Background: an optimization exercise with open tools, aiming at small area, a short achievable clock period and few clock cycles per item. Do not read the settings as production practice. At most, simulation tests tie the RTL to the original design; equivalence was not proved.

## v6
// tiny_encryption_algorithm
module tiny_encryption_algorithm(
    input              clk,         
    input              rst_n,       
    input              key_valid,   
    input              ptxt_valid,  
    input      [63:0]  ptxt,        
    input      [127:0] key,         
    output     [63:0]  ctxt,        
    output reg         ctxt_ready   
);
Size: roughly 230 flip-flops, roughly 260 I/O pins, about 16000 um^2 of cells after synthesis.
clock: 9.5 ns
lec_check: 0
abc_area: 1
cap_margin: 20
core_margin: 2
core_utilization: 40
cts_buf_list: sky130_fd_sc_hd__clkbuf_8
cts_cluster_diameter: 60
cts_cluster_size: 12
setup_slack_margin: 5
slew_margin: 20
standard.sh (not shown) runs the stock make flow with config.mk's settings and CLKGATE_MAP_FILE= SYNTH_SCRIPT=/design/flow/synth_recipe.tcl, a recipe that flattens the netlist after the stock synthesis.
==> flow/flow/run.sh <==
#!/bin/bash
set -euo pipefail
args=()
while IFS= read -r line; do
  [[ -z "$line" || "$line" == \#* ]] && continue
  args+=("$line")
done < flow/make_vars.txt
bash standard.sh "${args[@]}" finish > standard_flow.log 2>&1
==> flow/flow/make_vars.txt <==
BUFFER_PORTS_ARGS=-buffer_cell sky130_fd_sc_hd__buf_1
CTS_ARGS=-sink_clustering_enable -repair_clock_nets -sink_clustering_size 12 -sink_clustering_max_diameter 60 -buf_list sky130_fd_sc_hd__clkbuf_8 -dont_use_dummy_load
SETUP_SLACK_MARGIN=6.0
No stage failed in v6, and the final checks on the layout all came back clean.
Testbench counts of v6, summed over its fixed seeds: cycles 33,280, items 512.
The following lists how v7 was set up differently from v6:
==> flow/flow/make_vars.txt <==
BUFFER_PORTS_ARGS=-buffer_cell sky130_fd_sc_hd__buf_1
CTS_ARGS=-sink_clustering_enable -repair_clock_nets -sink_clustering_size 12 -sink_clustering_max_diameter 60 -buf_list sky130_fd_sc_hd__clkbuf_8 -dont_use_dummy_load
SETUP_SLACK_MARGIN=6.2
--- outcome ---
v6 reached the end of the flow, and the finished layout is clean on the timing, DRC and antenna checks. Both conditions hold for v7: the flow ran to the end and the final layout passed the timing, DRC and antenna checks. Setup slack, v6 and v7: larger value in v7. Endpoint of the most critical setup path = ctxt[3]: v7; endpoint of the most critical setup path = ctxt[5]: v6. Taking v6 as the reference, in v7 peak per-stage delay on the critical path decreased 0.12 ns, sequential share of layout area decreased 0.68 points. v7 gives more area added between synthesis and finish than v6 did. Post-route clock period utilization: v7 vs v6 down 0.57 points. As far as maximum number of buffers from clock root to sink goes, v7 and v6 are indistinguishable; the numbers are identical. Worst hold slack of v7 is on par with v6. | routed via count divided by cell count | v6 vs v7 | ≈ equal |.

tiny_encryption_algorithm, a different RTL version from the one above (not shown whole).
Size: about 2000 cells after synthesis, ~230 flip-flops, about 0.015 mm^2 of cells after synthesis.
Settings: LEC_CHECK=0, ABC_AREA=1, CAP_MARGIN=20, CORE_MARGIN=2, CORE_UTILIZATION=40, CTS_BUF_LIST=sky130_fd_sc_hd__clkbuf_8, CTS_CLUSTER_DIAMETER=60, CTS_CLUSTER_SIZE=12, SETUP_SLACK_MARGIN=5, SLEW_MARGIN=20, TNS_END_PERCENT=10; clock period 9.5 ns.
==> flow/flow/make_vars.txt <==
BUFFER_PORTS_ARGS=-buffer_cell sky130_fd_sc_hd__buf_1
CTS_ARGS=-sink_clustering_enable -repair_clock_nets -sink_clustering_size 12 -sink_clustering_max_diameter 60 -buf_list sky130_fd_sc_hd__clkbuf_8 -dont_use_dummy_load
SETUP_SLACK_MARGIN=5.5
Scripts as last shown in full above: flow/flow/run.sh
The baseline completed with no timing, DRC or antenna violations.
Testbench counts at the start, summed over its fixed seeds: cycles 33,280, items 512.
Change:
TNS_END_PERCENT = not set   (was 10)
Design area barely changes.
Utilization hardly moves.
Hold slack hardly moves.
Fmax increases by 0.84%.

tiny_encryption_algorithm, a different RTL version from the one above (not shown whole).
For scale: roughly 0.015 sq mm of cells after synthesis.
==> flow/config.mk <==
export PLATFORM = sky130hd
export DESIGN_NAME = tiny_encryption_algorithm
export DESIGN_NICKNAME = tiny_encryption_algorithm
export VERILOG_FILES = /design/flow/design.v
export SDC_FILE = /design/flow/constraint.sdc
export NUM_CORES = 4
export LEC_CHECK = 0
export ABC_AREA = 1
export CAP_MARGIN = 20
export CORE_MARGIN = 2
export CORE_UTILIZATION = 40
export CTS_BUF_LIST = sky130_fd_sc_hd__clkbuf_4 sky130_fd_sc_hd__clkbuf_8
export SETUP_SLACK_MARGIN = 5
export SLEW_MARGIN = 20
==> flow/constraint.sdc <==
create_clock -name core_clock -period 9.5 [get_ports {clk}]
set_input_delay 1.9000 -clock core_clock [delete_from_list [all_inputs] [get_ports {clk}]]
set_output_delay 1.9000 -clock core_clock [all_outputs]
set_load 0.01 [all_outputs]
==> flow/flow/run.sh <==
#!/bin/bash
set -euo pipefail
bash standard.sh "BUFFER_PORTS_ARGS=-buffer_cell sky130_fd_sc_hd__buf_1" finish > standard_flow.log 2>&1
Next try:
==> flow/flow/run.sh (replaced) <==
#!/bin/bash
set -euo pipefail
args=()
while IFS= read -r line; do
  [[ -z "$line" || "$line" == \#* ]] && continue
  args+=("$line")
done < flow/make_vars.txt
bash standard.sh "${args[@]}" finish > standard_flow.log 2>&1
==> flow/flow/make_vars.txt (new file) <==
BUFFER_PORTS_ARGS=-buffer_cell sky130_fd_sc_hd__buf_1
SETUP_SLACK_MARGIN=6
After rerunning:
- hold slack degrades by 0.014 ns
- clock-buffer cell count fell by 3
- utilization goes up by 2.1 points
- routed wire length is higher by 2.8%
- cell count rises by 1.3%
- first-iteration DRC count came out lower by 13%
- maximum frequency shrinks by 0.61%
- area after synthesis is unchanged
- synthesized cell count is unchanged
Next try:
==> flow/flow/run.sh (replaced) <==
#!/bin/bash
set -euo pipefail
bash standard.sh "BUFFER_PORTS_ARGS=-buffer_cell sky130_fd_sc_hd__buf_1" finish > standard_flow.log 2>&1
- CORE_UTILIZATION: 40 -> 60
- CTS_BUF_LIST: sky130_fd_sc_hd__clkbuf_4 sky130_fd_sc_hd__clkbuf_8 -> default
- PLACE_DENSITY: default -> 0.75
removed: flow/flow/make_vars.txt
After rerunning: Design area drops by 6.2%. Register-to-register slack loses 0.07 ns. Hold slack gains 0.016 ns. Die area drops by 33%. Sequential share of layout area climbs by 1.9 points. Worst setup slack loses 0.070 ns. Via count drops by 0.43%.
Next try:
==> flow/flow/run.sh (replaced) <==
#!/bin/bash
set -euo pipefail
args=()
while IFS= read -r line; do
  [[ -z "$line" || "$line" == \#* ]] && continue
  args+=("$line")
done < flow/make_vars.txt
bash standard.sh "${args[@]}" finish > standard_flow.log 2>&1
==> flow/flow/make_vars.txt (new file) <==
BUFFER_PORTS_ARGS=-buffer_cell sky130_fd_sc_hd__buf_1
- ABC_AREA: 1 -> 0
- CORE_UTILIZATION: 60 -> 40
- CTS_BUF_LIST: default -> sky130_fd_sc_hd__clkbuf_4 sky130_fd_sc_hd__clkbuf_8
- PLACE_DENSITY: 0.75 -> default
After rerunning:
- global-route usage shrinks by 8.5 points
- die area grows by 39%
- setup slack loses 1.0 ns
Function was not checked in any run of this note: the RTL went through the layout flow alone.

[re-timing with driven ports]
No port has a modelled driver above. Below, the same layouts with a new extraction and two added sets of constraints.
Step 1 sets driving cells, clkbuf_16 on the clock port and buf_2 on the other inputs (assumed; they add their load-dependent delay and slew).
Step 2 adds t to the input delays and takes it off the output delays; t is the mean of the earliest and latest rising clock arrival at the registers after step 1. Input paths then give back, and output paths get back, about the clock's delay inside the block.
a / b / c = ideal / step 1 / step 2; a / b = the first two.
run	t (ns)	setup slack, ns	hold WS [ns]	slew at the worst register clock pin (ns)	pins driven straight from the clock port
v6	0.648	6.036 / 5.984 / 6.020	0.448 / 0.448 / 0.448	0.08 / 0.08	1
v7	0.651	6.089 / 6.037 / 6.038	0.448 / 0.448 / 0.448	0.08 / 0.08	1
the first run of note 2	0.633	5.642 / 5.642 / 5.326	0.420 / 0.420 / 0.420	0.08 / 0.08	1
the second run of note 2	0.633	5.674 / 5.674 / 5.330	0.420 / 0.420 / 0.420	0.08 / 0.08	1
the first run of note 3	0.628	5.201 / 5.201 / 4.993	0.418 / 0.418 / 0.418	0.06 / 0.06	1
the second run of note 3	0.635	5.175 / 5.175 / 5.141	0.404 / 0.404 / 0.404	0.07 / 0.07	1
the third run of note 3	0.571	5.104 / 5.104 / 5.092	0.420 / 0.420 / 0.420	0.06 / 0.06	1
the fourth run of note 3	0.602	4.088 / 4.088 / 4.088	0.452 / 0.452 / 0.452	0.07 / 0.07	1
After both steps setup and hold are still met in every run listed. For the second run of note 2, which loses most, drivers alone change the setup slack by 0.000 ns; drivers and shift together by -0.344 ns.
